This design comes from an exercise in tuning for small area on the open sky130 flow, not from production work. At most, simulation tests tie the RTL to the original design; equivalence was not proved. Function not checked in runs 1 and 2: the RTL went through the layout flow alone. Power figures rest on the tool's default switching activity, not on a simulated workload.

[flow/config.mk]
export PLATFORM = sky130hd
export DESIGN_NAME = platformer_top
export DESIGN_NICKNAME = platformer_top
export VERILOG_FILES = /design/flow/design.v
export SDC_FILE = /design/flow/constraint.sdc
export NUM_CORES = 4
export LEC_CHECK = 0
export CAP_MARGIN = 20
export CORE_MARGIN = 2
export CORE_UTILIZATION = 40
export SLEW_MARGIN = 20
[flow/constraint.sdc]
create_clock -name core_clock -period 20.0 [get_ports {CLOCK_50}]
set_input_delay 4.0000 -clock core_clock [delete_from_list [all_inputs] [get_ports {CLOCK_50}]]
set_output_delay 4.0000 -clock core_clock [all_outputs]
set_load 0.01 [all_outputs]
[flow/design.v]
module vga_driver(
    input            clk,
    input            rst,
    input            vga_clk,
    output reg [9:0] xPixel,
    output reg [9:0] yPixel,
    output           hsync,
    output           vsync,
    output           active_pixels
);
    function ge;
        input [9:0] a, b;
        integer i;
        reg r;
        begin
            r = 1'b1;
            for (i = 0; i < 10; i = i + 1)
                r = (a[i] & ~b[i]) | (~(a[i] ^ b[i]) & r);
            ge = r;
        end
    endfunction
    function [9:0] inc10;
        input [9:0] a;
        input       c;
        integer i;
        reg k;
        begin
            k = c;
            for (i = 0; i < 10; i = i + 1) begin
                inc10[i] = a[i] ^ k;
                k = a[i] & k;
            end
        end
    endfunction
    wire x_wrap = vga_clk && (xPixel == 10'd799);
    wire y_wrap = x_wrap && (yPixel == 10'd524);
    assign hsync = ~(ge(xPixel, 10'd655) && !ge(xPixel, 10'd751));
    assign vsync = ~(yPixel == 10'd489 || yPixel == 10'd490);
    assign active_pixels = !ge(xPixel, 10'd640) && !ge(yPixel, 10'd480);
    always @(posedge clk or negedge rst) begin
        if (!rst) begin
            xPixel <= 10'd0;
            yPixel <= 10'd0;
        end else begin
            xPixel <= inc10(xPixel, vga_clk) & {10{~x_wrap}};
            yPixel <= inc10(yPixel, x_wrap) & {10{~y_wrap}};
        end
    end
endmodule
module platform_collision (
    input  wire [9:0] player_x,
    input  wire [9:0] player_y,
    input  wire       level,
    input  wire [9:0] lava_top,       
    input  wire       lava_on,        
    input  wire       hit_lava_wall,
    output wire       on_ground,
    output wire [9:0] land_y,         
    output wire       hit_ceiling,
    output wire       hit_left_wall,
    output wire       hit_right_wall,
    output wire       at_goal_region,
    output wire       in_lava
);
    function ge;
        input [9:0] a, b;
        integer i;
        reg r;
        begin
            r = 1'b1;
            for (i = 0; i < 10; i = i + 1)
                r = (a[i] & ~b[i]) | (~(a[i] ^ b[i]) & r);
            ge = r;
        end
    endfunction
    function inr;
        input [9:0] v, lo, hi;
        begin
            inr = ge(v, lo) && ge(hi, v);
        end
    endfunction
    wire [9:0] x = player_x;
    wire [9:0] y = player_y;
    function gei;
        input [9:0] x;
        input integer t;
        begin
            if (t <= 0)
                gei = 1'b1;
            else if (t >= 1024)
                gei = 1'b0;
            else
                gei = ge(x, t);
        end
    endfunction
    function [4:0] plat;  
        input [9:0] x, y;
        input integer ox0, ox1, lw0, lw1, rw0, rw1, ytop, ybot;
        reg ox, oy;
        begin
            ox = gei(x, ox0) && !gei(x, ox1);
            oy = inr(y, ytop - 16, ybot);
            plat[4] = ox && inr(y, ytop - 16, ytop - 8);
            plat[3] = ox && inr(y, ybot - 12, ybot);
            plat[2] = oy && gei(x, lw0) && !gei(x, lw1);
            plat[1] = oy && gei(x, rw0) && !gei(x, rw1);
            plat[0] = ox;
        end
    endfunction
    wire [4:0] a0  = plat(x, y,   0,   60,   58,   60,   0,   0, 360, 380);   
    wire [4:0] a1  = plat(x, y,  76,  272,  268,  272,  76,  80, 360, 380);   
    wire [4:0] a2  = plat(x, y, 116,  202,  200,  202, 116, 118, 295, 310);   
    wire [4:0] a3  = plat(x, y, 160,  212,  208,  212, 160, 164, 240, 255);   
    wire [4:0] a4  = plat(x, y, 226,  272,  268,  272, 226, 228, 220, 380);   
    wire [4:0] a5  = plat(x, y, 316,  382,  380,  382, 316, 320, 360, 380);   
    wire [4:0] a6  = plat(x, y, 364,  430,  428,  430, 364, 368, 295, 310);   
    wire [4:0] a7  = plat(x, y, 332,  382,  380,  382, 332, 334, 230, 245);   
    wire [4:0] a8  = plat(x, y, 356,  430,  428,  430, 356, 358, 165, 180);   
    wire [4:0] a9  = plat(x, y, 460,  550,  548,  550, 460, 464, 190, 240);   
    wire [4:0] a10 = plat(x, y, 526, 1024, 1024, 1024, 526, 528, 360, 380);   
    wire [4:0] b0  = plat(x, y,   0,  100,   96,  100,   0,   0, 400, 480);   
    wire [4:0] b1  = plat(x, y, 184,  300,  298,  300, 184, 188, 400, 480);   
    wire [4:0] b2  = plat(x, y, 384,  502,  500,  502, 384, 388, 400, 480);   
    wire [4:0] b3  = plat(x, y, 536, 1024, 1024, 1024, 536, 538, 400, 480);   
    wire [4:0] b4  = plat(x, y, 106,  180,  178,  180, 106, 108, 370, 385);   
    wire [4:0] b5  = plat(x, y, 334,  400,  396,  400, 334, 336, 350, 365);   
    wire [4:0] b6  = plat(x, y, 536, 1024, 1024, 1024, 536, 538,  50,  65);   
    wire [4:0] oa = a0 | a1 | a2 | a3 | a4 | a5 | a6 | a7 | a8 | a9 | a10;
    wire [4:0] ob = b0 | b1 | b2 | b3 | b4 | b5 | b6;
    wire [4:0] o  = level ? ob : oa;
    assign on_ground      = o[4];
    assign hit_ceiling    = o[3];
    assign hit_left_wall  = o[2];
    assign hit_right_wall = o[1];
    reg [9:0] ly;
    always @(*) begin
        ly = 10'd0;
        if (!level) begin
            if (inr(y, 344, 352)) ly = ly | 10'd344;
            if (inr(y, 279, 287)) ly = ly | 10'd279;
            if (inr(y, 224, 232)) ly = ly | 10'd224;
            if (inr(y, 204, 212)) ly = ly | 10'd204;
            if (inr(y, 214, 222)) ly = ly | 10'd214;
            if (inr(y, 149, 157)) ly = ly | 10'd149;
            if (inr(y, 174, 182)) ly = ly | 10'd174;
        end else begin
            if (inr(y, 384, 392)) ly = ly | 10'd384;
            if (inr(y, 354, 362)) ly = ly | 10'd354;
            if (inr(y, 334, 342)) ly = ly | 10'd334;
            if (inr(y,  34,  42)) ly = ly | 10'd34;
        end
    end
    assign land_y = ly;
    assign at_goal_region = level ? (!ge(x, 10'd60) && inr(y, 379, 400))
                                  : (ge(x, 10'd564) && inr(y, 339, 360));
    function [5:0] inc6;
        input [5:0] a;
        integer i;
        reg c;
        begin
            c = 1'b1;
            for (i = 0; i < 6; i = i + 1) begin
                inc6[i] = a[i] ^ c;
                c = a[i] & c;
            end
        end
    endfunction
    wire [9:0] feet = {inc6(y[9:4]), y[3:0]};
    wire rising_lava_hit = lava_on && ge(x, 10'd256) && !ge(x, 10'd310) &&
                           ge(feet, lava_top) && ge(10'd479, y);
    wire in_water = ge(y, 10'd384) &&
                    ((ge(x, 10'd100) && !ge(x, 10'd184)) || (ge(x, 10'd300) && !ge(x, 10'd384)) || (ge(x, 10'd502) && !ge(x, 10'd536)));
    assign in_lava = level ? in_water
                           : ((ge(y, 10'd364) && !on_ground) || rising_lava_hit || hit_lava_wall);
endmodule
module player_physics (
    input  wire       clk,
    input  wire       rst,
    input  wire       game_tick,
    input  wire       freeze,
    input  wire       move_left,
    input  wire       move_right,
    input  wire       jump,
    input  wire       on_ground,
    input  wire [9:0] land_y,
    input  wire       hit_ceiling,
    input  wire       hit_left_wall,
    input  wire       hit_right_wall,
    output reg  [9:0] player_x,
    output reg  [9:0] player_y,
    output reg        jump_landed_pulse
);
    function ge;
        input [9:0] a, b;
        integer i;
        reg r;
        begin
            r = 1'b1;
            for (i = 0; i < 10; i = i + 1)
                r = (a[i] & ~b[i]) | (~(a[i] ^ b[i]) & r);
            ge = r;
        end
    endfunction
    function [9:0] add10;
        input [9:0] a, b;
        integer i;
        reg c;
        begin
            c = 1'b0;
            for (i = 0; i < 10; i = i + 1) begin
                add10[i] = a[i] ^ b[i] ^ c;
                c = (a[i] & b[i]) | (c & (a[i] ^ b[i]));
            end
        end
    endfunction
    reg [4:0] vy;           
    reg       was_in_air;
    wire run      = game_tick && !freeze;
    wire go_left  = move_left && !move_right && !hit_left_wall && ge(player_x, 10'd4);
    wire go_right = move_right && !move_left && !hit_right_wall && !ge(player_x, 10'd622);
    wire [9:0] x_step = (run && go_left) ? 10'h3FD : (run && go_right) ? 10'd3 : 10'd0;
    wire       jumping = jump && on_ground;
    wire       landing = on_ground && !jumping;
    wire [4:0] vy_inc  = {vy[4] ^ (&vy[3:0]), vy[3] ^ (&vy[2:0]), vy[2] ^ (&vy[1:0]), vy[1] ^ vy[0], ~vy[0]};
    wire [4:0] vy_fall = (vy_inc == 5'd9) ? 5'd8 : vy_inc;
    wire       stop_up = !on_ground && hit_ceiling && vy_fall[4];
    wire [4:0] dy      = jumping ? 5'b10101 : vy_fall;    
    wire       y_moves = run && !landing && !stop_up;
    wire [9:0] y_move  = add10(player_y, y_moves ? {{5{dy[4]}}, dy} : 10'd0);
    always @(posedge clk or negedge rst) begin
        if (!rst) begin
            player_x          <= 10'd20;
            player_y          <= 10'd344;
            vy                <= 5'd0;
            was_in_air        <= 1'b0;
            jump_landed_pulse <= 1'b0;
        end else begin
            player_x <= add10(player_x, x_step);
            player_y <= (run && landing) ? land_y : y_move;
            if (game_tick) begin
                jump_landed_pulse <= run && landing && was_in_air;
                if (!freeze) begin
                    vy <= y_moves ? dy : 5'd0;
                    if (jumping)
                        was_in_air <= 1'b1;
                    else if (landing)
                        was_in_air <= 1'b0;
                end
            end
        end
    end
endmodule
module lava_controller (
    input  wire       lava_en,        
    input  wire [9:0] lava_top,
    input  wire       lava_rise,
    output wire [9:0] lava_top_next,
    output wire       lava_turn       
);
    function ge;
        input [9:0] a, b;
        integer i;
        reg r;
        begin
            r = 1'b1;
            for (i = 0; i < 10; i = i + 1)
                r = (a[i] & ~b[i]) | (~(a[i] ^ b[i]) & r);
            ge = r;
        end
    endfunction
    function [9:0] addc;
        input [9:0] a, b;
        input       cin;
        integer i;
        reg c;
        begin
            c = cin;
            for (i = 0; i < 10; i = i + 1) begin
                addc[i] = a[i] ^ b[i] ^ c;
                c = (a[i] & b[i]) | (c & (a[i] ^ b[i]));
            end
        end
    endfunction
    wire lava_end = lava_rise ? !ge(lava_top, 10'd104) : !ge(10'd477, lava_top);
    wire [9:0] lava_step = addc(lava_top, lava_en ? (lava_rise ? 10'h3FD : 10'd3) : 10'd0, 1'b0);
    assign lava_turn     = lava_en && lava_end;
    assign lava_top_next = lava_turn ? (lava_rise ? 10'd100 : 10'd480) : lava_step;
endmodule
module enemy_controller (
    input  wire       clk,
    input  wire       rst,
    input  wire       game_tick,
    input  wire       freeze,
    input  wire       game_win,
    input  wire       level,
    input  wire [9:0] player_x,
    input  wire [9:0] player_y,
    input  wire       any_input,
    output wire [9:0] wall_or_enemy_x,   
    output wire [9:0] lava_top,          
    output wire [9:0] proj0_x,      
    output reg  [9:0] proj1_x,
    output reg  [9:0] proj2_x,      
    output wire       proj0_active,
    output wire       proj1_active,
    output wire       proj2_active,
    output reg  [5:0] q3,           
    output wire       hit_enemy,
    output wire       near_lava_wall   
);
    function ge;
        input [9:0] a, b;
        integer i;
        reg r;
        begin
            r = 1'b1;
            for (i = 0; i < 10; i = i + 1)
                r = (a[i] & ~b[i]) | (~(a[i] ^ b[i]) & r);
            ge = r;
        end
    endfunction
    function inr;
        input [9:0] v, lo, hi;
        begin
            inr = ge(v, lo) && ge(hi, v);
        end
    endfunction
    function [10:0] addc;
        input [9:0] a, b;
        input       cin;
        integer i;
        reg c;
        begin
            c = cin;
            for (i = 0; i < 10; i = i + 1) begin
                addc[i] = a[i] ^ b[i] ^ c;
                c = (a[i] & b[i]) | (c & (a[i] ^ b[i]));
            end
            addc[10] = c;
        end
    endfunction
    reg [9:0] r;        
    reg       dir_left;   
    reg [1:0] fired;    
    wire run     = game_tick && !freeze;
    wire run2    = run && level;
    wire clear   = game_tick && !level;
    wire begin2  = game_tick && !level && game_win;    
    wire waiting = &r[9:7];
    wire w_step  = (r != 10'd630) && ((r != 10'd902) || any_input);
    wire at_end  = dir_left ? !ge(r, 10'd123) : ge(r, 10'd562);
    wire [9:0] r_delta = level ? ((run && !at_end) ? (dir_left ? 10'h3FD : 10'd3) : 10'd0)
                               : {9'd0, run && w_step};
    wire [9:0] r_next  = addc(r, r_delta, 1'b0);
    assign wall_or_enemy_x = waiting ? 10'd0 : r;
    wire fire = (q3 == 6'd60);
    assign proj0_active = (fired != 2'd0);
    assign proj1_active = fired[1];
    assign proj2_active = (fired == 2'd3) && !ge({4'd0, q3}, 10'd40);
    wire [10:0] q3_sum  = addc({4'd0, q3}, 10'd3, 1'b0);
    reg  [9:0] p0;      
    assign lava_top = p0;
    assign proj0_x  = p0;
    wire [9:0] lava_top_next;
    wire       lava_turn;
    lava_controller lava (
        .lava_en      (run && !level),
        .lava_top     (p0),
        .lava_rise    (dir_left),
        .lava_top_next(lava_top_next),
        .lava_turn    (lava_turn)
    );
    always @(posedge clk or negedge rst) begin
        if (!rst) begin
            r        <= 10'd902;
            dir_left <= 1'b1;
            p0       <= 10'd480;
            q3       <= 6'd0;
            fired    <= 2'd0;
        end else begin
            r <= begin2 ? 10'd120 : r_next;
            if (begin2)
                dir_left <= 1'b0;
            else if (level ? (run2 && at_end) : lava_turn)
                dir_left <= !dir_left;
            if (!level)
                p0 <= lava_top_next;
            else if (run2 && fire)
                p0 <= r;
            if (clear || (run2 && fire))
                q3 <= 6'd0;
            else if (run2)
                q3 <= q3_sum[5:0];
            if (clear)
                fired <= 2'd0;
            else if (run2 && fire && fired != 2'd3)
                fired <= {fired[1] | fired[0], ~fired[0]};
        end
    end
    always @(posedge clk) begin
        if (run2 && fire) begin
            proj2_x <= proj1_x;
            proj1_x <= p0;
        end
    end
    wire [9:0] npx = ~player_x;
    wire [9:0] npy = ~player_y;
    wire [10:0] nu = addc({3'd0, q3, 1'b0}, npy, 1'b0);    
    wire yh0 = inr(nu[9:0], 10'd876, 10'd902);    
    wire yh1 = inr(nu[9:0], 10'd750, 10'd776);    
    wire yh2 = inr(nu[9:0], 10'd624, 10'd650);    
    wire [9:0] pxs = yh0 ? proj0_x : (yh1 ? proj1_x : proj2_x);
    wire [10:0] n2 = addc(pxs, npx, 1'b0);     
    wire proj_hit = ((yh0 && proj0_active) || (yh1 && proj1_active) || (yh2 && proj2_active)) &&
                    (ge(10'd8, n2[9:0]) || ge(n2[9:0], 10'd1013));
    wire [10:0] n1 = addc(wall_or_enemy_x, npx, 1'b0);
    wire enemy_overlap = (ge(10'd14, n1[9:0]) || ge(n1[9:0], 10'd1008)) &&
                         ge(player_y, 10'd105) && ge(10'd135, player_y);
    assign near_lava_wall = n1[10] || ge(n1[9:0], 10'd1013);
    assign hit_enemy = level && (enemy_overlap || proj_hit);
endmodule
module vga_driver_memory (
    input  wire [9:0] x,
    input  wire [9:0] y,
    input  wire [9:0] player_x,
    input  wire [9:0] player_y,
    input  wire [9:0] lava_top,      
    input  wire       game_over,
    input  wire       game_win,
    input  wire       level,
    input  wire [9:0] wall_or_enemy_x,    
    input  wire [9:0] proj0_x,
    input  wire [9:0] proj1_x,
    input  wire [9:0] proj2_x,
    input  wire       proj0_active,
    input  wire       proj1_active,
    input  wire       proj2_active,
    input  wire [5:0] q3,
    output wire [7:0] VGA_R,
    output wire [7:0] VGA_G,
    output wire [7:0] VGA_B
);
    function ge;
        input [9:0] a, b;
        integer i;
        reg r;
        begin
            r = 1'b1;
            for (i = 0; i < 10; i = i + 1)
                r = (a[i] & ~b[i]) | (~(a[i] ^ b[i]) & r);
            ge = r;
        end
    endfunction
    function inr;
        input [9:0] v, lo, hi;
        begin
            inr = ge(v, lo) && ge(hi, v);
        end
    endfunction
    function [9:0] addc;
        input [9:0] a, b;
        input       cin;
        integer i;
        reg c;
        begin
            c = cin;
            for (i = 0; i < 10; i = i + 1) begin
                addc[i] = a[i] ^ b[i] ^ c;
                c = (a[i] & b[i]) | (c & (a[i] ^ b[i]));
            end
        end
    endfunction
    localparam LIGHT_GRAY      = 24'hC0C0C0;
    localparam DARK_GRAY       = 24'h505050;
    localparam LAVA_RED        = 24'hFF4500;
    localparam GOLD            = 24'hFFD700;
    localparam PLAYER_COLOR    = 24'h0000FF;
    localparam LAVA_WALL_COLOR = 24'hFF6600;
    localparam BROWN           = 24'h964B00;
    localparam GRASS_GREEN     = 24'h3CB043;
    localparam WATER_BLUE      = 24'h00AFFF;
    localparam ENEMY_COLOR     = 24'hFF00FF;
    localparam PROJ_COLOR      = 24'hFFFFFF;
    wire [9:0] nx = ~x;
    wire [9:0] ny = ~y;
    wire [9:0] npx = addc(player_x, nx, 1'b0);    
    wire [9:0] npy = addc(player_y, ny, 1'b0);    
    wire in_player = (&npx[9:4]) && (&npy[9:4]);
    wire [3:0] sx = ~npx[3:0];
    wire [3:0] sy = ~npy[3:0];
    wire [2:0] h = sx[3] ? ~sx[2:0] : sx[2:0];
    reg figure;
    always @(*) begin
        case (sy)
            4'd0, 4'd1, 4'd2, 4'd3, 4'd4, 4'd5:
                     figure = (h == 3'd5) || (h == 3'd6) || (h == 3'd7);
            4'd9:    figure = (h == 3'd6) || (h == 3'd7);
            4'd10:   figure = (h == 3'd5) || (h == 3'd7);
            4'd11:   figure = (h == 3'd4) || (h == 3'd7);
            4'd12:   figure = (h == 3'd3) || (h == 3'd7);
            4'd14:   figure = (h == 3'd6);
            4'd15:   figure = (h == 3'd5);
            default: figure = (h == 3'd7);    
        endcase
    end
    wire [9:0] nqy = addc({3'd0, q3, 1'b0}, ny, 1'b0);    
    wire row0 = inr(nqy, 10'd876, 10'd887);
    wire row1 = inr(nqy, 10'd750, 10'd761);
    wire row2 = inr(nqy, 10'd624, 10'd635);
    wire erow = inr(y, 10'd120, 10'd135);
    wire [9:0] ob = (!level || erow) ? wall_or_enemy_x :
                    row0 ? proj0_x :
                    row1 ? proj1_x : proj2_x;
    wire [9:0] nob = addc(ob, nx, 1'b0);          
    wire in_wall  = ge(nob, 10'd1014);
    wire in_enemy = erow && (&nob[9:4]);
    wire in_proj  = ((row0 && proj0_active) || (row1 && proj1_active) || (row2 && proj2_active)) &&
                    inr(nob, 10'd1013, 10'd1017);
    localparam C_LIGHT = 4'd0, C_DARK = 4'd1, C_LAVA = 4'd2, C_GOLD = 4'd3,
               C_PLAYER = 4'd4, C_WALL = 4'd5, C_BROWN = 4'd6, C_GRASS = 4'd7,
               C_WATER = 4'd8, C_ENEMY = 4'd9, C_PROJ = 4'd10;
    reg [3:0] c;
    always @(*) begin
        c = C_LIGHT;
        if (!ge(y, 10'd75)) c = C_DARK;
        if (!level) begin
            if (ge(y, 10'd380)) c = C_LAVA;
            if (inr(x, 10'd270, 10'd309) && ge(y, lava_top)) c = C_LAVA;
            if ((inr(x,   0,  60) && inr(y, 360, 380)) ||
                (inr(x,  90, 270) && inr(y, 360, 380)) ||
                (inr(x, 130, 200) && inr(y, 295, 310)) ||
                (inr(x, 175, 210) && inr(y, 240, 255)) ||
                (inr(x, 240, 270) && inr(y, 220, 380)) ||
                (inr(x, 330, 380) && inr(y, 360, 380)) ||
                (inr(x, 380, 430) && inr(y, 295, 310)) ||
                (inr(x, 345, 380) && inr(y, 230, 245)) ||
                (inr(x, 370, 430) && inr(y, 165, 180)) ||
                (inr(x, 475, 550) && inr(y, 190, 240)) ||
                (ge(x, 540)       && inr(y, 360, 380)))
                c = C_DARK;
            if (inr(x, 580, 630) && inr(y, 355, 360)) c = C_GOLD;
            if (in_wall) c = C_WALL;
        end else begin
            if (ge(y, 400))
                c = (inr(x, 101, 199) || inr(x, 301, 399) || inr(x, 501, 549)) ? C_WATER : C_GRASS;
            if ((inr(x, 120, 180) && inr(y, 370, 385)) ||
                (inr(x, 350, 400) && inr(y, 350, 365)))
                c = C_BROWN;
            if (in_enemy) c = C_ENEMY;
            if (in_proj) c = C_PROJ;
            if (inr(x, 10, 60) && inr(y, 395, 400)) c = C_GOLD;
        end
        if (in_player && figure) c = C_PLAYER;
    end
    reg [23:0] t;
    always @(*) begin
        case ({game_over ? 2'd1 : game_win ? 2'd2 : 2'd0, c})
            {2'd0, 4'd0}: t = 24'hC0C0C0;    
            {2'd0, 4'd1}: t = 24'h505050;    
            {2'd0, 4'd2}: t = 24'hFF4500;    
            {2'd0, 4'd3}: t = 24'hFFD700;    
            {2'd0, 4'd4}: t = 24'h0000FF;    
            {2'd0, 4'd5}: t = 24'hFF6600;    
            {2'd0, 4'd6}: t = 24'h964B00;    
            {2'd0, 4'd7}: t = 24'h3CB043;    
            {2'd0, 4'd8}: t = 24'h00AFFF;    
            {2'd0, 4'd9}: t = 24'hFF00FF;    
            {2'd0, 4'd10}: t = 24'hFFFFFF;    
            {2'd1, 4'd0}: t = 24'hE06060;    
            {2'd1, 4'd1}: t = 24'h702828;    
            {2'd1, 4'd2}: t = 24'hFF2200;    
            {2'd1, 4'd3}: t = 24'hFF6B00;    
            {2'd1, 4'd4}: t = 24'h60007F;    
            {2'd1, 4'd5}: t = 24'hFF3300;    
            {2'd1, 4'd6}: t = 24'hF62500;    
            {2'd1, 4'd7}: t = 24'h7C5821;    
            {2'd1, 4'd8}: t = 24'h60577F;    
            {2'd1, 4'd9}: t = 24'hFF007F;    
            {2'd1, 4'd10}: t = 24'hFF7F7F;    
            {2'd2, 4'd0}: t = 24'hF0E0C0;    
            {2'd2, 4'd1}: t = 24'h707050;    
            {2'd2, 4'd2}: t = 24'hFF6500;    
            {2'd2, 4'd3}: t = 24'hFFF700;    
            {2'd2, 4'd4}: t = 24'h3020FF;    
            {2'd2, 4'd5}: t = 24'hFF6600;    
            {2'd2, 4'd6}: t = 24'hB66B00;    
            {2'd2, 4'd7}: t = 24'h3CB043;    
            {2'd2, 4'd8}: t = 24'h30AFFF;    
            {2'd2, 4'd9}: t = 24'hFF20FF;    
            {2'd2, 4'd10}: t = 24'hFFFFFF;    
            default: t = 24'bx;
        endcase
    end
    assign VGA_R = t[23:16];
    assign VGA_G = t[15:8];
    assign VGA_B = t[7:0];
endmodule
module platformer_top (
    input        CLOCK_50,
    input  [3:0] KEY,
    input  [9:0] SW,
    output [9:0] LEDR,
    output [6:0] HEX0,
    output [6:0] HEX1,
    output [6:0] HEX2,
    output [6:0] HEX3,
    output       VGA_BLANK_N,
    output [7:0] VGA_R,
    output [7:0] VGA_G,
    output [7:0] VGA_B,
    output       VGA_CLK,
    output       VGA_HS,
    output       VGA_VS,
    output       VGA_SYNC_N
);
    wire clk = CLOCK_50;
    wire rst = SW[0];
    function ge;
        input [9:0] a, b;
        integer i;
        reg r;
        begin
            r = 1'b1;
            for (i = 0; i < 10; i = i + 1)
                r = (a[i] & ~b[i]) | (~(a[i] ^ b[i]) & r);
            ge = r;
        end
    endfunction
    function [15:0] inc16;
        input [15:0] a;
        input        c;
        integer i;
        reg k;
        begin
            k = c;
            for (i = 0; i < 16; i = i + 1) begin
                inc16[i] = a[i] ^ k;
                k = a[i] & k;
            end
        end
    endfunction
    function [9:0] addc;
        input [9:0] a, b;
        input       cin;
        integer i;
        reg c;
        begin
            c = cin;
            for (i = 0; i < 10; i = i + 1) begin
                addc[i] = a[i] ^ b[i] ^ c;
                c = (a[i] & b[i]) | (c & (a[i] ^ b[i]));
            end
        end
    endfunction
    reg [9:0] tick_counter;
    reg       game_tick;
    always @(posedge clk or negedge rst) begin
        if (!rst) begin
            tick_counter <= 10'd0;
            game_tick    <= 1'b0;
        end else begin
            tick_counter <= addc(tick_counter, 10'd0, 1'b1);
            game_tick    <= &tick_counter;
        end
    end
    assign VGA_CLK    = tick_counter[0];
    assign VGA_SYNC_N = 1'b1;
    wire [9:0] x;
    wire [9:0] y;
    wire       active_pixels;
    vga_driver the_vga (
        .clk          (clk),
        .rst          (rst),
        .vga_clk      (tick_counter[0]),
        .xPixel       (x),
        .yPixel       (y),
        .hsync        (VGA_HS),
        .vsync        (VGA_VS),
        .active_pixels(active_pixels)
    );
    assign VGA_BLANK_N = active_pixels;
    wire move_right = ~KEY[0];
    wire jump       = ~KEY[1];
    wire move_left  = ~KEY[2];
    wire any_input  = move_right | jump | move_left;
    wire level_skip = SW[1];
    reg game_over;
    reg game_win;
    reg level;            
    wire freeze = game_over | game_win;
    reg [15:0] score;
    wire [9:0] lava_top;    
    wire [9:0] player_x;
    wire [9:0] player_y;
    wire       on_ground;
    wire [9:0] land_y;
    wire       hit_ceiling;
    wire       hit_left_wall;
    wire       hit_right_wall;
    wire       at_goal_region;
    wire       in_lava;
    wire       hit_lava_wall;
    wire       hit_enemy;
    wire       jump_landed_pulse;
    wire       near_lava_wall;
    platform_collision collision (
        .player_x      (player_x),
        .player_y      (player_y),
        .level         (level),
        .lava_top      (lava_top),
        .lava_on       (lava_top != 10'd480),
        .hit_lava_wall (hit_lava_wall),
        .on_ground     (on_ground),
        .land_y        (land_y),
        .hit_ceiling   (hit_ceiling),
        .hit_left_wall (hit_left_wall),
        .hit_right_wall(hit_right_wall),
        .at_goal_region(at_goal_region),
        .in_lava       (in_lava)
    );
    wire run = game_tick && !freeze;
    reg hit_lava_wall_r;
    assign hit_lava_wall = hit_lava_wall_r;
    always @(posedge clk or negedge rst) begin
        if (!rst) begin
            game_over       <= 1'b0;
            game_win        <= 1'b0;
            level           <= 1'b0;
            score           <= 16'd0;
            hit_lava_wall_r <= 1'b0;
        end else begin
            score <= inc16(score, run && jump_landed_pulse);
            if (game_tick) begin
                hit_lava_wall_r <= near_lava_wall;
                if (!freeze) begin
                    if (in_lava || hit_enemy)
                        game_over <= 1'b1;
                    else if (at_goal_region || level_skip)
                        game_win <= 1'b1;
                end else if (game_win && !level) begin
                    game_win <= 1'b0;
                    level    <= 1'b1;
                end
            end
        end
    end
    player_physics player (
        .clk              (clk),
        .rst              (rst),
        .game_tick        (game_tick),
        .freeze           (freeze),
        .move_left        (move_left),
        .move_right       (move_right),
        .jump             (jump),
        .on_ground        (on_ground),
        .land_y           (land_y),
        .hit_ceiling      (hit_ceiling),
        .hit_left_wall    (hit_left_wall),
        .hit_right_wall   (hit_right_wall),
        .player_x         (player_x),
        .player_y         (player_y),
        .jump_landed_pulse(jump_landed_pulse)
    );
    wire [9:0] wall_or_enemy_x;
    wire [9:0] proj0_x, proj1_x, proj2_x;
    wire       proj0_active, proj1_active, proj2_active;
    wire [5:0] q3;
    enemy_controller enemy_ctrl (
        .clk         (clk),
        .rst         (rst),
        .game_tick   (game_tick),
        .freeze      (freeze),
        .game_win    (game_win),
        .lava_top    (lava_top),
        .level       (level),
        .player_x    (player_x),
        .player_y    (player_y),
        .any_input   (any_input),
        .wall_or_enemy_x(wall_or_enemy_x),
        .proj0_x     (proj0_x),
        .proj1_x     (proj1_x),
        .proj2_x     (proj2_x),
        .proj0_active(proj0_active),
        .proj1_active(proj1_active),
        .proj2_active(proj2_active),
        .q3          (q3),
        .hit_enemy   (hit_enemy),
        .near_lava_wall(near_lava_wall)
    );
    vga_driver_memory the_renderer (
        .x           (x),
        .y           (y),
        .player_x    (player_x),
        .player_y    (player_y),
        .lava_top    (lava_top),
        .game_over   (game_over),
        .game_win    (game_win),
        .level       (level),
        .wall_or_enemy_x(wall_or_enemy_x),
        .proj0_x     (proj0_x),
        .proj1_x     (proj1_x),
        .proj2_x     (proj2_x),
        .proj0_active(proj0_active),
        .proj1_active(proj1_active),
        .proj2_active(proj2_active),
        .q3          (q3),
        .VGA_R       (VGA_R),
        .VGA_G       (VGA_G),
        .VGA_B       (VGA_B)
    );
    function [6:0] seg7;
        input [3:0] d;
        begin
            case (d)
                4'h0: seg7 = 7'b1000000;
                4'h1: seg7 = 7'b1111001;
                4'h2: seg7 = 7'b0100100;
                4'h3: seg7 = 7'b0110000;
                4'h4: seg7 = 7'b0011001;
                4'h5: seg7 = 7'b0010010;
                4'h6: seg7 = 7'b0000010;
                4'h7: seg7 = 7'b1111000;
                4'h8: seg7 = 7'b0000000;
                4'h9: seg7 = 7'b0010000;
                4'hA: seg7 = 7'b0001000;
                4'hB: seg7 = 7'b0000011;
                4'hC: seg7 = 7'b1000110;
                4'hD: seg7 = 7'b0100001;
                4'hE: seg7 = 7'b0000110;
                default: seg7 = 7'b0001110;
            endcase
        end
    endfunction
    assign HEX0 = seg7(score[3:0]);
    assign HEX1 = seg7(score[7:4]);
    assign HEX2 = seg7(score[11:8]);
    assign HEX3 = seg7(score[15:12]);
    assign LEDR = player_x;
endmodule
[flow/flow/run.sh]
#!/bin/bash
# Own flow: the standard layout, except that synthesis maps the logic
# for area (see synth.tcl) and the port buffers are the smallest buffers.  Each tool's output goes
# to a log file of its own in this folder.
set -euo pipefail
WORK=$(pwd)
export OWN_ABC_SCRIPT="$WORK/flow/abc_area.script"

# synthesis: the standard synthesis script with the ABC script swapped
make -C "$FLOW_HOME" DESIGN_CONFIG="$WORK/config.mk" WORK_HOME="$WORK/orfs" \
    CLKGATE_MAP_FILE= SYNTH_SCRIPT="$WORK/flow/synth.tcl" synth > "$WORK/own_synth.log" 2>&1

# floorplan to the final layout: the standard flow, which reuses the
# synthesised netlist above.  Every input and output port still gets a
# buffer, but the smallest buffer cell rather than the default choice.
bash "$WORK/standard.sh" "BUFFER_PORTS_ARGS=-buffer_cell sky130_fd_sc_hd__buf_1" finish \
    > "$WORK/standard_finish.log" 2>&1
[flow/flow/abc_area.script]
&get -n
&st
&dch -f
&nf -R 1000
&st
&dch -f
&nf -R 1000
&st
&dch -f
&nf -R 1000
&st
&dch -f
&nf -R 1000
&st
&dch -f
&nf -R 1000
&put
[flow/flow/synth.tcl]
# The standard synthesis (synth_recipe.tcl), with two changes to how the
# combinational logic is mapped:
#  - extract_fa extracts full adders only, not half adders: half-adder
#    extraction also grabs XOR/AND pairs out of decoders and comparisons,
#    which ABC then cannot optimise;
#  - ABC maps with the area-oriented script in flow/abc_area.script instead
#    of ORFS's speed script (which also buffers and upsizes for timing).
# Everything before, and so every register, its name and its cell, is the
# standard synthesis's.
proc synth {args} { yosys synth -nofsm -noshare {*}$args }
proc abc {args} {
  set i [lsearch $args -script]
  if {$i >= 0} {
    set args [lreplace $args [expr {$i + 1}] [expr {$i + 1}] $::env(OWN_ABC_SCRIPT)]
  }
  yosys abc {*}$args
}
proc extract_fa {args} { yosys extract_fa -fa {*}$args }
source $::env(SCRIPTS_DIR)/synth.tcl
# left out here: clear keep_hierarchy, flatten, clean up, hide names made inside functions, write 1_2_yosys.v
[flow/standard.sh]
#!/bin/bash
# synth_recipe.tcl (not shown) runs the flow's synth.tcl, then flattens the netlist and writes it again
# the make line also repeats each setting of config.mk as NAME=value (left out here)
make -C /OpenROAD-flow-scripts/flow DESIGN_CONFIG=/design/flow/config.mk WORK_HOME=/design/flow/orfs CLKGATE_MAP_FILE= SYNTH_SCRIPT=/design/flow/synth_recipe.tcl "${@:-finish}"
==> results of run 1 <==
## critical path: cells and delay by family (launching register included)
| kind | cells | cell delay, ns |
|---|---|---|
| flip-flops | 1 | 0.63 |
| buffers and inverters | 6 | 1.12 |
| XOR/XNOR | 1 | 0.07 |
| AO/OA/AOI/OAI | 7 | 1.25 |
| adder cells (fa/ha/maj) | 13 | 5.00 |
| AND/OR/NAND/NOR | 12 | 3.45 |
## cell usage in the layout, fill, tap and decap left out, drive strengths merged, types with 15 or more instances in the layout
| cell type | n |
|---|---|
| nand4 | 21 |
| and2 | 18 |
| nand2 | 201 |
| or2 | 15 |
| nor4 | 17 |
| nor2b | 19 |
| xnor2 | 38 |
| nand2b | 25 |
| nor3 | 72 |
| dfrtp | 91 |
| a31oi | 23 |
| o21ai | 102 |
| a21oi | 147 |
| clkbuf | 19 |
| a211oi | 21 |
| buf | 89 |
| o31ai | 15 |
| edfxtp | 20 |
| nor2 | 192 |
| xor2 | 22 |
| o22ai | 15 |
| fa | 83 |
| dfstp | 16 |
| clkinv | 81 |
| nand3 | 61 |
## power by group through the flow
stage / registers [mW] / logic [mW] / clock network, mW
CTS: 0.262 / 0.00622 / 0.342
detailed placement: 0.267 / 0.00621 / 0
finish: 0.262 / 0.00567 / 0.337
global placement: 0.267 / 0.00615 / 0
global route: 0.262 / 0.00680 / 0.354
floorplan: 0.267 / 0.000271 / 0
## registers in the layout, indices dropped and copies added, names as in the netlist, 2 cells and up
register / flops
score: 16
enemy_ctrl.p0: 10
enemy_ctrl.proj1_x: 10
enemy_ctrl.proj2_x: 10
enemy_ctrl.r: 10
player.player_x: 10
player.player_y: 10
the_vga.xPixel: 10
the_vga.yPixel: 10
tick_counter: 10
enemy_ctrl.q3: 6
player.vy: 5
enemy_ctrl.fired: 2
## cells by family after synthesis
| family | synth area share [%] |
|---|---|
| buffers and inverters | 2.58 |
| and+or+nand+nor | 26.9 |
| muxes | 1.18 |
| other | 0.0315 |
| AOI/OAI and AO/OA | 23.2 |
| xor gates and xnor gates | 4.41 |
| DFF | 27.7 |
| adders and majority gates | 14.0 |
## through the flow
stage | std cells | instance area (µm²) | setup slack, ns | hold WS (ns) | power (mW)
after detailed placement | 1978 | 12800 | 4.70 | 0.464 | 0.273
after global routing | 2010 | 13400 | 3.37 | 0.498 | 0.622
after CTS | 2010 | 13400 | 4.19 | 0.475 | 0.610
final | 2010 | 13400 | 4.04 | 0.471 | 0.605
after floorplan | 1499 | 11900 | 6.32 | 0.446 | 0.267
after global placement | 1978 | 12800 | 4.81 | 0.458 | 0.273
## area by class of cell
cell class | instances | area, µm² | area share, %
flip-flops and latches | 127 | 3300 | 24.6
clock inverters | 14 | 166 | 1.24
well taps | 390 | 488 | 3.64
inverters | 80 | 300 | 2.24
multi-input cells | 1291 | 8310 | 61.9
repair buffers | 90 | 413 | 3.08
clock buffers | 18 | 450 | 3.36
## Yosys cell counts (22+ instances only)
| library cell | instances |
|---|---|
| sky130_fd_sc_hd__fa_1 | 83 |
| sky130_fd_sc_hd__xor2_1 | 22 |
| sky130_fd_sc_hd__o21ai_0 | 102 |
| sky130_fd_sc_hd__dfrtp_1 | 91 |
| sky130_fd_sc_hd__nor3_1 | 72 |
| sky130_fd_sc_hd__clkinv_1 | 80 |
| sky130_fd_sc_hd__xnor2_1 | 38 |
| sky130_fd_sc_hd__a31oi_1 | 23 |
| sky130_fd_sc_hd__nor2_1 | 192 |
| sky130_fd_sc_hd__nand3_1 | 61 |
| sky130_fd_sc_hd__nand2_1 | 201 |
| sky130_fd_sc_hd__a21oi_1 | 147 |
| sky130_fd_sc_hd__nand2b_1 | 25 |
## layer usage
metal / routed length [µm] / vias to the layer above / global-route usage [%]
met2: 18800 / 625 / 42.2
met1: 18000 / 5974 / 38.6
met5: 0 / - / 0
li1: - / 5713 / -
met4: 1110 / 0 / 9.19
met3: 3660 / 91 / 5.15
## worst paths after layout
kind                               startpoint  slack [ns]  cells past startpoint                  to
max in group asynchronous               SW[0]       15.08                      2     enemy_ctrl.r[0]
hold reg to reg               tick_counter[6]        0.47                      1     tick_counter[6]
hold / removal                tick_counter[6]        0.47                      1     tick_counter[6]
setup / recovery            the_vga.yPixel[2]        4.04                     39            VGA_G[0]
setup reg to reg           player.player_y[1]       10.69                     34           game_over
min in group asynchronous               SW[0]        3.64                      1  player.player_x[3]
==> out/results.ini, run 1 <==
[status]
run_status=finished clean

[clock_tree]
clock_insertion_delay_worst_skew_ns=0.44
post_cts_hold_buffer_count=0
cts.path.max_buffers=2
post-cts-setup-buffers=0
numCtsBuffers=17
cts_tree=done
sink_count=127
cts.repair.resized=0
cts_max_level=4
clock-root-buffer=sky130_fd_sc_hd__clkbuf_16
path_clk_slew_ns=0.07

[place]
port_buffers=71
finalWeightedCongestion=0.944
hpwlAfterDp_um=31000

[global_routing]
number_of_global_route_vias_before_repair=11500
grtUsageTotal_pct=27.3
grt_first_pass_wirelength_um=66200
grt_remaining_overflow=0
grt_start_max_net_pins=60
grt_antenna_before_repair=0

[sta]
timing_worst_slew_pin_value_ns=0.941
timing.slew.headroom_pct=37.3
grt_setup_unrepaired=false
post_route_skew_ns=0.0150
max_freq_ghz=0.0627
final_hold_viol_count=0
finalCriticalPeriod_ns=15.96
report.final.setup_viol=0
timing.final.crit_share_pct=79.8
setup_total_negative_slack_ns=0
slew_viol_final=0

[logic_synthesis]
synthCells=1499
yosysUniqueCellTypes=63
ys.flop_type=sky130_fd_sc_hd__dfrtp_1
synth_nets=1597
synth-seq-area-share_pct=27.7
synth.ff_latch_count=127
synthesis.area_um2=11900
synth_warnings=7
netlist_top_cells_area=sky130_fd_sc_hd__dfrtp_1 (19%), sky130_fd_sc_hd__fa_1 (14%), sky130_fd_sc_hd__nand2_1 (6.3%)
async_s_r_ff_share_synth_pct=84.3
syn_avg_cell_area_um2=7.94
synth.largest_area_cell=sky130_fd_sc_hd__dfrtp_1
post-synth-top-area-fraction_pct=19.1
synth-edff-count=20

[finish]
final_core_util_pct=45.5
finalNetCount=1705
num-fill-cells=3037
n_antenna_cell=0
area_delta_synth_final_pct=12.7
drive_above_1_share_pct=4.26

[floorplan]
core.rowCount=63
floorplan.initialDensity_pct=40.4
dieWidth_um=177
full_die_area_um2=31200
io_pins=82
placeableCoreArea_um2=29500
die_y_um=177

[power]
vdd_ir_drop_max_uv=51.0
p_clk_share_pct=55.7
p_switching_uw=147
power_report.internal_total_uw=458
comb_power_share_pct=0.9
sequentialPowerShare_pct=43.3
power.density_cell_area_nw_per_um2=45.0
static-leakage-power_nw=5.07
swShare_pct=24.3

[detailed_routing]
drt-initial-drc-count=1271
via_count=12400
drt_first_pass_iters=6
avgRoutedWirePerCell_um=20.7
drtAntennaViolNets=0
drc_errors=0
avgViaCountPerCell=6.17
drt-total-wl_um=41600

[min_path]
timing.hold.worst.class=reg2reg

[critical_path]
timing.critical_path.fanout_max=11
endpoint_kind=primary output
cpMaxStageDelayCell=sky130_fd_sc_hd__nor3b_1
setup.worst_path.start_class=register
critical-path-max-stage-delay_ns=0.77
path_common_cell=sky130_fd_sc_hd__fa_1
required_ns=16.00
critical_path_class=reg2out
cp_data_arrival_time_ns=11.96

[flow_run]
cap_viol_max_count=0

==> inputs of run 2 (changes only) <==
--- a/flow/config.mk
+++ b/flow/config.mk
@@ -8,4 +8,7 @@
 export CAP_MARGIN = 20
 export CORE_MARGIN = 2
 export CORE_UTILIZATION = 40
+export CTS_BUF_LIST = sky130_fd_sc_hd__clkbuf_8
+export CTS_CLUSTER_DIAMETER = 200
+export CTS_CLUSTER_SIZE = 40
 export SLEW_MARGIN = 20
==> run 2 against run 1 <==
Still clean. Setup slack lost 0.032 ns. Power shrank 13%. Die area is the same. Sequential power is essentially flat. Non-clock buffer count is the same. Clock skew grew 0.0076 ns. Cell count is the same. Via count shrank 0.10%. Hold slack gained 0.0038 ns. Design area shrank 1.4%. Clock-buffer cell count shrank 1. Synthesized cell count is the same. Largest cell class unchanged.
==> out/results.ini, run 2 <==
[logic_synthesis]
most_numerous_cell_in_the_yosys_netlist=sky130_fd_sc_hd__nand2_1
netlist_top_cells_area=sky130_fd_sc_hd__dfrtp_1 (19%), sky130_fd_sc_hd__fa_1 (14%), sky130_fd_sc_hd__nand2_1 (6.3%)
yosysUniqueCellTypes=63
post-synth-top-area-fraction_pct=19.1
synth-seq-area-share_pct=27.7
async_s_r_ff_share_synth_pct=84.3
synth.ff_latch_count=127
synth_warnings=7
synth_common_cells=sky130_fd_sc_hd__nand2_1 (201), sky130_fd_sc_hd__nor2_1 (192), sky130_fd_sc_hd__a21oi_1 (147)
syn_avg_cell_area_um2=7.94
synthesis.area_um2=11900
ys.flop_type=sky130_fd_sc_hd__dfrtp_1
synth_nets=1597
synth.largest_area_cell=sky130_fd_sc_hd__dfrtp_1
synthCells=1499
synth-edff-count=20

[sta]
timing_worst_slew_pin_value_ns=0.942
timing.hold.ws_ns=0.475
final_hold_viol_count=0
grt_setup_unrepaired=false
post_route_skew_ns=0.0227
finalCriticalPeriod_ns=15.99
max_freq_ghz=0.0625
timing.final.crit_share_pct=79.9
timing.slew.headroom_pct=37.2
setup_total_negative_slack_ns=0
report.final.setup_viol=0
slew_viol_final=0

[finish]
drive_above_1_share_pct=4.26
final_instance_area_um2=13200
mostFrequentLayoutCells=sky130_fd_sc_hd__nand2_1 (201), sky130_fd_sc_hd__nor2_1 (192), sky130_fd_sc_hd__a21oi_1 (147), sky130_fd_sc_hd__o21ai_0 (102), sky130_fd_sc_hd__dfrtp_1 (91)
mostFrequentLayoutCell=sky130_fd_sc_hd__nand2_1
final_cell_count_no_fill=2010
finalNetCount=1705
area_delta_synth_final_pct=11.2
seqCellArea_um2=3300
num-fill-cells=3066
largest_reg_flops=16
max_flop_register=score
n_antenna_cell=0
footprint_of_the_multi_input_gates_um2=8310

[floorplan]
full_die_area_um2=31200
dieWidth_um=177
io_pins=82
placeableCoreArea_um2=29500
floorplan.initialDensity_pct=40.4
die_y_um=177
core.rowCount=63

[place]
hpwlAfterDp_um=31000
port_buffers=71
placedCellCount=1978
finalWeightedCongestion=0.944
placement.cell_area_um2=12800

[global_routing]
number_of_global_route_vias_before_repair=11500
grt_antenna_before_repair=1
grt_remaining_overflow=0
grt_start_max_net_pins=60
grt_first_pass_wirelength_um=66100
grtUsageTotal_pct=27.3

[clock_tree]
post_cts_hold_buffer_count=0
sink_count=127
clock-root-buffer=sky130_fd_sc_hd__clkbuf_8
path_clk_slew_ns=0.10
post-cts-setup-buffers=0
cts_tree=done
cts.repair.resized=0
cts_max_level=4
cts.path.max_buffers=2
numCtsBuffers=17
clock_insertion_delay_worst_skew_ns=0.47

[detailed_routing]
drc_errors=0
drt-initial-drc-count=1270
drt_first_pass_iters=7
avgRoutedWirePerCell_um=20.7
via_count=12400
drtAntennaViolNets=0
drt-total-wl_um=41700
avgViaCountPerCell=6.16

[critical_path]
timing.critical_path.fanout_max=11
cp_data_arrival_time_ns=11.99
path_common_cell=sky130_fd_sc_hd__fa_1
critical-path-max-stage-delay_ns=0.77
setup.worst_path.start_class=register
endpoint_kind=primary output
cpMaxStageDelayCell=sky130_fd_sc_hd__nor3b_1
required_ns=16.00
critical_path_class=reg2out

[min_path]
timing.hold.worst.class=reg2reg

[power]
static-leakage-power_nw=4.99
vdd_ir_drop_max_uv=34.3
power.density_cell_area_nw_per_um2=39.7

[status]
run_status=finished clean

[flow_run]
cap_viol_max_count=0

## run 2: cell counts after synthesis
Identical to the previous run, type by type.
## run 2: power breakdown
part	internal, mW	switching [mW]	total [mW]	leakage (nW)
clock network	0.128	0.131	0.258	0.208
registers	0.262	0	0.262	1.47
logic	0.000447	0.00531	0.00576	3.31
total	0.390	0.136	0.526	4.99
## run 2: area by class of cell
type,instances,share of cell area (%)
Clock buffer,17,1.77
Clock inverter,15,1.48
Multi-Input combinational cell,1291,62.8
Sequential cell,127,24.9
Inverter,80,2.27
Timing Repair Buffer,90,3.12
Tap cell,390,3.69
## run 2: path summary, 6_finish.rpt
kind | from | to | slack (ns) | cells after the start
worst max-delay path | the_vga.yPixel[2] | VGA_G[0] | 4.01 | 39
max in group asynchronous | SW[0] | enemy_ctrl.r[0] | 15.10 | 2
worst min-delay path | tick_counter[6] | tick_counter[6] | 0.47 | 1
min in group asynchronous | SW[0] | player.player_x[3] | 3.61 | 1
worst max register to register | player.player_y[1] | game_over | 10.72 | 34
worst min register to register | tick_counter[6] | tick_counter[6] | 0.47 | 1
## run 2: cells by family after synthesis
kind of cell | count (synthesis) | share of synthesized area [%]
XOR/XNOR | 60 | 4.41
other | 1 | 0.0315
AND/OR/NAND/NOR | 689 | 26.9
flip-flops | 127 | 27.7
adder cells (fa/ha/maj) | 83 | 14.0
AO/OA/AOI/OAI | 444 | 23.2
multiplexers | 14 | 1.18
buffers and inverters | 81 | 2.58
## run 2: metrics by stage
step	utilization, %	worst slack, ns	power, mW
2_1_floorplan	-	6.32	0.267
3_3_place_gp	43.4	4.81	0.273
3_5_place_dp	43.4	4.70	0.273
4_1_cts	44.9	4.14	0.531
5_1_grt	44.9	3.33	0.543
6_report	44.9	4.01	0.526
## run 2: critical path: cells and delay by family, from the launching register on
| kind | cells | cell delay (ns) |
|---|---|---|
| AOI/OAI and AO/OA | 7 | 1.26 |
| xor gates and xnor gates | 1 | 0.07 |
| adders and majority gates | 13 | 5.00 |
| buffers and inverters | 6 | 1.11 |
| DFF | 1 | 0.64 |
| and+or+nand+nor | 12 | 3.44 |
## run 2: per-layer routing
layer / track usage [%] / routed length, µm
met1: 38.6 / 18300
met2: 41.9 / 18700
met3: 4.93 / 3410
met4: 9.50 / 1190
met5: 0 / 11
==> inputs of run 3 (changes only) <==
--- a/flow/design.v
+++ b/flow/design.v
@@ -95,38 +95,37 @@
     endfunction
     function [4:0] plat;  
         input [9:0] x, y;
-        input integer ox0, ox1, lw0, lw1, rw0, rw1, ytop, ybot;
+        input integer ox0, ox1, lw0, lw1, rw0, rw1, ytop, ybot, ceil;
         reg ox, oy;
         begin
             ox = gei(x, ox0) && !gei(x, ox1);
             oy = inr(y, ytop - 16, ybot);
             plat[4] = ox && inr(y, ytop - 16, ytop - 8);
-            plat[3] = ox && inr(y, ybot - 12, ybot);
+            plat[3] = (ceil != 0) && ox && inr(y, ybot - 12, ybot);
             plat[2] = oy && gei(x, lw0) && !gei(x, lw1);
             plat[1] = oy && gei(x, rw0) && !gei(x, rw1);
             plat[0] = ox;
         end
     endfunction
-    wire [4:0] a0  = plat(x, y,   0,   60,   58,   60,   0,   0, 360, 380);   
-    wire [4:0] a1  = plat(x, y,  76,  272,  268,  272,  76,  80, 360, 380);   
-    wire [4:0] a2  = plat(x, y, 116,  202,  200,  202, 116, 118, 295, 310);   
-    wire [4:0] a3  = plat(x, y, 160,  212,  208,  212, 160, 164, 240, 255);   
-    wire [4:0] a4  = plat(x, y, 226,  272,  268,  272, 226, 228, 220, 380);   
-    wire [4:0] a5  = plat(x, y, 316,  382,  380,  382, 316, 320, 360, 380);   
-    wire [4:0] a6  = plat(x, y, 364,  430,  428,  430, 364, 368, 295, 310);   
-    wire [4:0] a7  = plat(x, y, 332,  382,  380,  382, 332, 334, 230, 245);   
-    wire [4:0] a8  = plat(x, y, 356,  430,  428,  430, 356, 358, 165, 180);   
-    wire [4:0] a9  = plat(x, y, 460,  550,  548,  550, 460, 464, 190, 240);   
-    wire [4:0] a10 = plat(x, y, 526, 1024, 1024, 1024, 526, 528, 360, 380);   
-    wire [4:0] b0  = plat(x, y,   0,  100,   96,  100,   0,   0, 400, 480);   
-    wire [4:0] b1  = plat(x, y, 184,  300,  298,  300, 184, 188, 400, 480);   
-    wire [4:0] b2  = plat(x, y, 384,  502,  500,  502, 384, 388, 400, 480);   
-    wire [4:0] b3  = plat(x, y, 536, 1024, 1024, 1024, 536, 538, 400, 480);   
-    wire [4:0] b4  = plat(x, y, 106,  180,  178,  180, 106, 108, 370, 385);   
-    wire [4:0] b5  = plat(x, y, 334,  400,  396,  400, 334, 336, 350, 365);   
-    wire [4:0] b6  = plat(x, y, 536, 1024, 1024, 1024, 536, 538,  50,  65);   
+    wire [4:0] a0  = plat(x, y,   0,   60,   58,   60,   0,   0, 360, 380, 0);   
+    wire [4:0] a1  = plat(x, y,  76,  272,  268,  272,  76,  80, 360, 380, 0);   
+    wire [4:0] a2  = plat(x, y, 116,  202,  200,  202, 116, 118, 295, 310, 1);   
+    wire [4:0] a3  = plat(x, y, 160,  212,  208,  212, 160, 164, 240, 255, 1);   
+    wire [4:0] a4  = plat(x, y, 226,  272,  268,  272, 226, 228, 220, 380, 0);   
+    wire [4:0] a5  = plat(x, y, 316,  382,  380,  382, 316, 320, 360, 380, 0);   
+    wire [4:0] a6  = plat(x, y, 364,  430,  428,  430, 364, 368, 295, 310, 1);   
+    wire [4:0] a7  = plat(x, y, 332,  382,  380,  382, 332, 334, 230, 245, 1);   
+    wire [4:0] a8  = plat(x, y, 356,  430,  428,  430, 356, 358, 165, 180, 1);   
+    wire [4:0] a9  = plat(x, y, 460,  550,  548,  550, 460, 464, 190, 240, 1);   
+    wire [4:0] a10 = plat(x, y, 526, 1024, 1024, 1024, 526, 528, 360, 380, 0);   
+    wire [4:0] b0  = plat(x, y,   0,  100,   96,  100,   0,   0, 400, 480, 0);   
+    wire [4:0] b1  = plat(x, y, 184,  300,  298,  300, 184, 188, 400, 480, 0);   
+    wire [4:0] b2  = plat(x, y, 384,  502,  500,  502, 384, 388, 400, 480, 0);   
+    wire [4:0] b3  = plat(x, y, 536, 1024, 1024, 1024, 536, 538, 400, 480, 0);   
+    wire [4:0] b4  = plat(x, y, 106,  180,  178,  180, 106, 108, 370, 385, 1);   
+    wire [4:0] b5  = plat(x, y, 334,  400,  396,  400, 334, 336, 350, 365, 1);   
     wire [4:0] oa = a0 | a1 | a2 | a3 | a4 | a5 | a6 | a7 | a8 | a9 | a10;
-    wire [4:0] ob = b0 | b1 | b2 | b3 | b4 | b5 | b6;
+    wire [4:0] ob = b0 | b1 | b2 | b3 | b4 | b5;
     wire [4:0] o  = level ? ob : oa;
     assign on_ground      = o[4];
     assign hit_ceiling    = o[3];
@@ -147,7 +146,6 @@
             if (inr(y, 384, 392)) ly = ly | 10'd384;
             if (inr(y, 354, 362)) ly = ly | 10'd354;
             if (inr(y, 334, 342)) ly = ly | 10'd334;
-            if (inr(y,  34,  42)) ly = ly | 10'd34;
         end
     end
     assign land_y = ly;
@@ -652,18 +650,22 @@
             end
         end
     endfunction
-    reg [9:0] tick_counter;
+    reg [9:0] tick_lfsr;
     reg       game_tick;
+    reg       vga_clk;
+    wire tick_fb = tick_lfsr[9] ^ tick_lfsr[6] ^ (tick_lfsr[8:0] == 9'd0);
     always @(posedge clk or negedge rst) begin
         if (!rst) begin
-            tick_counter <= 10'd0;
-            game_tick    <= 1'b0;
+            tick_lfsr <= 10'd0;
+            game_tick <= 1'b0;
+            vga_clk   <= 1'b0;
         end else begin
-            tick_counter <= addc(tick_counter, 10'd0, 1'b1);
-            game_tick    <= &tick_counter;
+            tick_lfsr <= {tick_lfsr[8:0], tick_fb};
+            game_tick <= (tick_lfsr == 10'd512);
+            vga_clk   <= ~vga_clk;
         end
     end
-    assign VGA_CLK    = tick_counter[0];
+    assign VGA_CLK    = vga_clk;
     assign VGA_SYNC_N = 1'b1;
     wire [9:0] x;
     wire [9:0] y;
@@ -671,7 +673,7 @@
     vga_driver the_vga (
         .clk          (clk),
         .rst          (rst),
-        .vga_clk      (tick_counter[0]),
+        .vga_clk      (vga_clk),
         .xPixel       (x),
         .yPixel       (y),
         .hsync        (VGA_HS),
--- a/flow/config.mk
+++ b/flow/config.mk
@@ -11,4 +11,5 @@
 export CTS_BUF_LIST = sky130_fd_sc_hd__clkbuf_8
 export CTS_CLUSTER_DIAMETER = 200
 export CTS_CLUSTER_SIZE = 40
+export GPL_TIMING_DRIVEN = 0
 export SLEW_MARGIN = 20
==> run 3 against run 2 <==
Via count shrank 2.4%. Sequential power is essentially flat. Critical path depth is the same. Setup slack gained 0.13 ns. Highest routed layer is now met4. Die area shrank 1.3%. Cell count shrank 2.0%. Clock power shrank 12%.
==> out/results.ini, run 3 <==
[clock_tree]
clock_insertion_delay_worst_skew_ns=0.48
post_cts_hold_buffer_count=0
post-cts-setup-buffers=0
cts_tree=done
sink_count=128
cts_max_level=4
cts.path.max_buffers=2
cts.repair.resized=0
path_clk_slew_ns=0.08
clock-root-buffer=sky130_fd_sc_hd__clkbuf_8
numCtsBuffers=17

[place]
placedCellCount=1937
hpwlAfterDp_um=30900
port_buffers=71
place_worst_setup_slack_ns=4.71
finalWeightedCongestion=0.968

[detailed_routing]
met1_length_um=17700
met2_wirelength_um=18300
drtAntennaViolNets=0
drt-total-wl_um=40700
drt_first_pass_iters=8
drt-initial-drc-count=1343
dr_wl_met3_um=3830
avgRoutedWirePerCell_um=20.7
drc_errors=0
avgViaCountPerCell=6.14
via_count=12100
top_layer=met4

[power]
p_switching_uw=129
p_clk_share_pct=45.6
power.density_cell_area_nw_per_um2=38.1
vdd_ir_drop_max_uv=30.8
swShare_pct=25.9
sequentialPowerShare_pct=53.0
static-leakage-power_nw=4.84
power_report.internal_total_uw=368
comb_power_share_pct=1.4

[finish]
finalNetCount=1670
mostFrequentLayoutCell=sky130_fd_sc_hd__nor2_1
largest_reg_flops=16
final_cell_count_no_fill=1969
mostFrequentLayoutCells=sky130_fd_sc_hd__nor2_1 (219), sky130_fd_sc_hd__nand2_1 (168), sky130_fd_sc_hd__a21oi_1 (134), sky130_fd_sc_hd__o21ai_0 (103), sky130_fd_sc_hd__clkinv_1 (92)
max_flop_register=score
drive_above_1_share_pct=4.35
area_delta_synth_final_pct=11.0
n_antenna_cell=0

[logic_synthesis]
yosysUniqueCellTypes=64
synth_warnings=7
async_s_r_ff_share_synth_pct=84.4
synth_nets=1568
synth-edff-count=20
netlist_top_cells_area=sky130_fd_sc_hd__dfrtp_1 (20%), sky130_fd_sc_hd__fa_1 (14%), sky130_fd_sc_hd__nor2_1 (7.0%)
syn_avg_cell_area_um2=7.99
most_numerous_cell_in_the_yosys_netlist=sky130_fd_sc_hd__nor2_1
ys.flop_type=sky130_fd_sc_hd__dfrtp_1
synth-seq-area-share_pct=28.3
synth_common_cells=sky130_fd_sc_hd__nor2_1 (219), sky130_fd_sc_hd__nand2_1 (168), sky130_fd_sc_hd__a21oi_1 (134)
synth.ff_latch_count=128
synthCells=1470
synth.largest_area_cell=sky130_fd_sc_hd__dfrtp_1
synthesis.area_um2=11700
post-synth-top-area-fraction_pct=19.6

[global_routing]
grt_start_max_net_pins=36
grtUsageTotal_pct=27.0
grt_first_pass_wirelength_um=65000
grt_antenna_before_repair=0
grt_remaining_overflow=0
number_of_global_route_vias_before_repair=11500

[flow_run]
cap_viol_max_count=0

[sta]
final_critical_path_setup_slack_ns=4.14
slew_viol_final=0
final_hold_viol_count=0
setup_total_negative_slack_ns=0
grt_setup_unrepaired=false
timing_worst_slew_pin_value_ns=1.14
timing.final.crit_share_pct=79.3
timing.hold.ws_ns=0.380
finalCriticalPeriod_ns=15.86
post_route_skew_ns=0.0202
timing.slew.headroom_pct=24.2
report.final.setup_viol=0
max_freq_ghz=0.0631

[floorplan]
full_die_area_um2=30800
die_y_um=175
floorplan.initialDensity_pct=40.8
dieWidth_um=175
io_pins=82
placeableCoreArea_um2=28800
core.rowCount=62

[critical_path]
timing.critical_path.fanout_max=11
cpMaxStageDelayCell=sky130_fd_sc_hd__dfrtp_1
setup.worst_path.start_class=register
endpoint_kind=primary output
critical-path-max-stage-delay_ns=0.58
required_ns=16.00
cp_data_arrival_time_ns=11.86
path_common_cell=sky130_fd_sc_hd__fa_1
critical_path_class=reg2out

[status]
run_status=finished clean

[min_path]
timing.hold.worst.class=reg2reg

==> run 3: changes by cell type after synthesis, moves of 10 or more <==
cell / delta
sky130_fd_sc_hd__nand2_1: -33
sky130_fd_sc_hd__nor2_1: +27
sky130_fd_sc_hd__nor3_1: -14
sky130_fd_sc_hd__a21oi_1: -13
sky130_fd_sc_hd__clkinv_1: +12
sky130_fd_sc_hd__a211oi_1: -10
==> run 3: worst max-delay path, delay by kind of cell (launching register included) <==
kind / cells / cell delay (ns)
adder cells (fa/ha/maj): 13 / 5.31
XOR/XNOR: 2 / 0.28
AND/OR/NAND/NOR: 10 / 2.68
multiplexers: 1 / 0.27
flip-flops: 1 / 0.58
buffers and inverters: 5 / 0.73
AO/OA/AOI/OAI: 8 / 1.51
==> run 3: cells by family (layout without fill, tap and decap cells) <==
kind of cell / Yosys count / count (layout) / share of synthesized area, %
AOI/OAI and AO/OA: 413 / 413 / 21.6
xor gates and xnor gates: 54 / 54 / 4.03
adders and majority gates: 85 / 85 / 14.3
buffers and inverters: 93 / 208 / 3.00
DFF: 128 / 128 / 28.3
muxes: 24 / 24 / 2.07
other: 1 / 1 / 0.0319
and+or+nand+nor: 672 / 672 / 26.7
==> run 3: worst paths after layout <==
kind / from / end / slack, ns / cells past startpoint
worst max-delay path: the_vga.yPixel[2] / VGA_G[0] / 4.14 / 39
worst min-delay path: tick_lfsr[3] / tick_lfsr[4] / 0.38 / 0
worst max register to register: player.player_y[1] / game_win / 10.69 / 33
worst min register to register: tick_lfsr[3] / tick_lfsr[4] / 0.38 / 0
max in group asynchronous: SW[0] / enemy_ctrl.p0[5] / 15.62 / 3
min in group asynchronous: SW[0] / player.player_y[5] / 3.53 / 1
==> run 3: cell type report <==
class | count | area, µm²
inverter | 92 | 345
fill | 2913 | 15700
tap | 384 | 480
sequential | 128 | 3330
buffer | 1 | 7.51
multi-input combinational | 1249 | 8110
clock buffer | 18 | 248
timing repair buffer | 83 | 402
clock inverter | 14 | 129
==> run 3: metrics by stage <==
step / total power [mW] / util (%) / area, µm²
finish: 0.497 / 45.3 / 13000
global route: 0.516 / 45.3 / 13000
CTS: 0.504 / 45.3 / 13000
detailed placement: 0.276 / 44.0 / 12700
global placement: 0.274 / 43.4 / 12500
floorplan: 0.269 / - / 11700
==> run 3: per-layer routing <==
layer | up-vias | track usage (%)
li1 | 5569 | -
met2 | 627 | 41.5
met5 | - | 0
met3 | 89 | 6.19
met4 | 0 | 7.99
met1 | 5806 | 38.0
==> run 3: power groups by stage <==
stage	Clock, mW	Sequential (mW)	Combinational, mW
2_1_floorplan	0	0.269	0.000269
3_3_place_gp	0	0.269	0.00561
3_5_place_dp	0	0.269	0.00719
4_1_cts	0.234	0.264	0.00722
5_1_grt	0.244	0.264	0.00777
6_report	0.227	0.264	0.00680
==> inputs of run 4 (changes only) <==
--- a/flow/config.mk
+++ b/flow/config.mk
@@ -8,8 +8,4 @@
 export CAP_MARGIN = 20
 export CORE_MARGIN = 2
 export CORE_UTILIZATION = 40
-export CTS_BUF_LIST = sky130_fd_sc_hd__clkbuf_8
-export CTS_CLUSTER_DIAMETER = 200
-export CTS_CLUSTER_SIZE = 40
-export GPL_TIMING_DRIVEN = 0
 export SLEW_MARGIN = 20
==> run 4 against run 3 <==
Clock power rose by 49%. Utilization grew 0.91 points. Cell count is 0.56% higher. Setup slack better by 0.11 ns.
==> out/results.ini, run 4 <==
[status]
run_status=finished clean

[clock_tree]
post-cts-setup-buffers=0
post_cts_hold_buffer_count=0
sink_count=128
cts_max_level=4
path_clk_slew_ns=0.06
clock-root-buffer=sky130_fd_sc_hd__clkbuf_16
cts.path.max_buffers=2
clock_insertion_delay_worst_skew_ns=0.44
cts_tree=done
cts.repair.resized=0

[power]
vdd_ir_drop_max_uv=55.0
static-leakage-power_nw=4.99

[logic_synthesis]
synth_warnings=7
synthesis.area_um2=11700
most_numerous_cell_in_the_yosys_netlist=sky130_fd_sc_hd__nor2_1
synth.ff_latch_count=128
ys.flop_type=sky130_fd_sc_hd__dfrtp_1
synthCells=1470
async_s_r_ff_share_synth_pct=84.4
synth.largest_area_cell=sky130_fd_sc_hd__dfrtp_1
post-synth-top-area-fraction_pct=19.6
synth_common_cells=sky130_fd_sc_hd__nor2_1 (219), sky130_fd_sc_hd__nand2_1 (168), sky130_fd_sc_hd__a21oi_1 (134)
synth_nets=1568
yosysUniqueCellTypes=64

[sta]
grt_setup_unrepaired=false
timing_worst_slew_pin_value_ns=0.963
slew_viol_final=0
max_freq_ghz=0.0635
final_hold_viol_count=0
setup_total_negative_slack_ns=0
timing.hold.ws_ns=0.377
timing.slew.headroom_pct=35.5
finalCriticalPeriod_ns=15.75
report.final.setup_viol=0
post_route_skew_ns=0.0150

[floorplan]
die_y_um=175
core.rowCount=62
floorplan.initialDensity_pct=40.8
placeableCoreArea_um2=28800
dieWidth_um=175

[detailed_routing]
drtAntennaViolNets=0
avgRoutedWirePerCell_um=20.5
via_count=12100
drc_errors=0
drt-initial-drc-count=1645

[critical_path]
critical_path_class=reg2out
critical-path-max-stage-delay_ns=0.59
required_ns=16.00
cpMaxStageDelayCell=sky130_fd_sc_hd__dfrtp_1
endpoint_kind=primary output
setup.worst_path.start_class=register
timing.critical_path.fanout_max=11

[global_routing]
grt_antenna_before_repair=1
number_of_global_route_vias_before_repair=11400
grtUsageTotal_pct=27.0
grt_remaining_overflow=0

[place]
finalWeightedCongestion=1.00
placement.cell_area_um2=12700
hpwlAfterDp_um=30600
port_buffers=71

[finish]
num-fill-cells=2922
mostFrequentLayoutCell=sky130_fd_sc_hd__nor2_1
largest_reg_flops=16
mostFrequentLayoutCells=sky130_fd_sc_hd__nor2_1 (219), sky130_fd_sc_hd__nand2_1 (168), sky130_fd_sc_hd__a21oi_1 (134), sky130_fd_sc_hd__o21ai_0 (103)
final_instance_area_um2=13300
area_delta_synth_final_pct=13.2
finalNetCount=1680
final_core_util_pct=46.2

[flow_run]
cap_viol_max_count=0

[min_path]
timing.hold.worst.class=reg2reg

[run 4: worst max-delay path: cells and delay by family, from the launching register on]
kind | cells | cell delay, ns
DFF | 1 | 0.59
xor gates and xnor gates | 2 | 0.28
muxes | 1 | 0.28
AOI/OAI and AO/OA | 8 | 1.46
buffers and inverters | 5 | 0.76
adders and majority gates | 13 | 5.29
and+or+nand+nor | 10 | 2.66
[run 4: where the power goes]
| group | internal, mW | switching (mW) | total [mW] |
|---|---|---|---|
| registers | 0.264 | 0 | 0.264 |
| logic | 0.000447 | 0.00496 | 0.00541 |
| clock network | 0.202 | 0.136 | 0.338 |
[run 4: per-stage QoR]
step	setup slack, ns	std cells	total power, mW
final	4.25	1980	0.607
after global routing	3.52	1979	0.624
after CTS	4.32	1979	0.612
after detailed placement	4.78	1947	0.275
after global placement	4.99	1947	0.275
after floorplan	5.54	1470	0.269
[run 4: final cells by class]
cell class	instances	area, µm²	share of cell area (%)
multi-input combinational	1249	8100	60.8
sequential	128	3320	25.0
tap	384	480	3.61
clock buffer	19	443	3.33
timing repair buffer	94	443	3.33
inverter	92	345	2.60
clock inverter	13	173	1.30
antenna	1	2.50	0.0188
[run 4: logic make-up after synthesis]
logic type / Yosys count / share of synthesized area [%]
AOI/OAI and AO/OA: 413 / 21.6
xor gates and xnor gates: 54 / 4.03
adders and majority gates: 85 / 14.3
buffers and inverters: 93 / 3.00
DFF: 128 / 28.3
muxes: 24 / 2.07
other: 1 / 0.0319
and+or+nand+nor: 672 / 26.7
[run 4: final timing paths]
check	depth (start not counted)	slack, ns	to	from
worst min register to register	0	0.38	tick_lfsr[3]	tick_lfsr[2]
max in group asynchronous	2	15.11	enemy_ctrl.q3[1]	SW[0]
worst min-delay path	0	0.38	tick_lfsr[3]	tick_lfsr[2]
worst max-delay path	39	4.25	VGA_G[1]	the_vga.yPixel[2]
worst max register to register	33	10.84	game_win	player.player_y[1]
min in group asynchronous	1	3.66	level	SW[0]
[run 4: per-layer routing]
| layer | share of wire (%) | track usage [%] |
|---|---|---|
| met3 | 8.9 | 4.85 |
| met4 | 3.0 | 9.62 |
| met1 | 44 | 38.2 |
| met2 | 45 | 41.3 |
| met5 | 0 | 0 |

-- afterwards: timing with drivers on the ports --
The flow's constraints put no driver on any port. The routed layouts listed below were extracted and timed again, unchanged, in two steps. Step 1 assumes that a clkbuf_16 drives the clock port and a buf_2 every other input. Step 2 also shifts input and output timing later by t, the mid clock arrival at the registers, as if the neighbouring blocks saw the same clock. Three values: ideal, step 1, step 2; two values: the first two.
run | t, ns | slack for setup (ns)
run 1 | 0.478 | 4.044 / 3.996 / 4.474
run 2 | 0.502 | 4.012 / 3.968 / 4.471
run 3 | 0.512 | 4.140 / 4.095 / 4.606
run 4 | 0.482 | 4.250 / 4.202 / 4.685
After both steps every run listed still meets setup and hold.
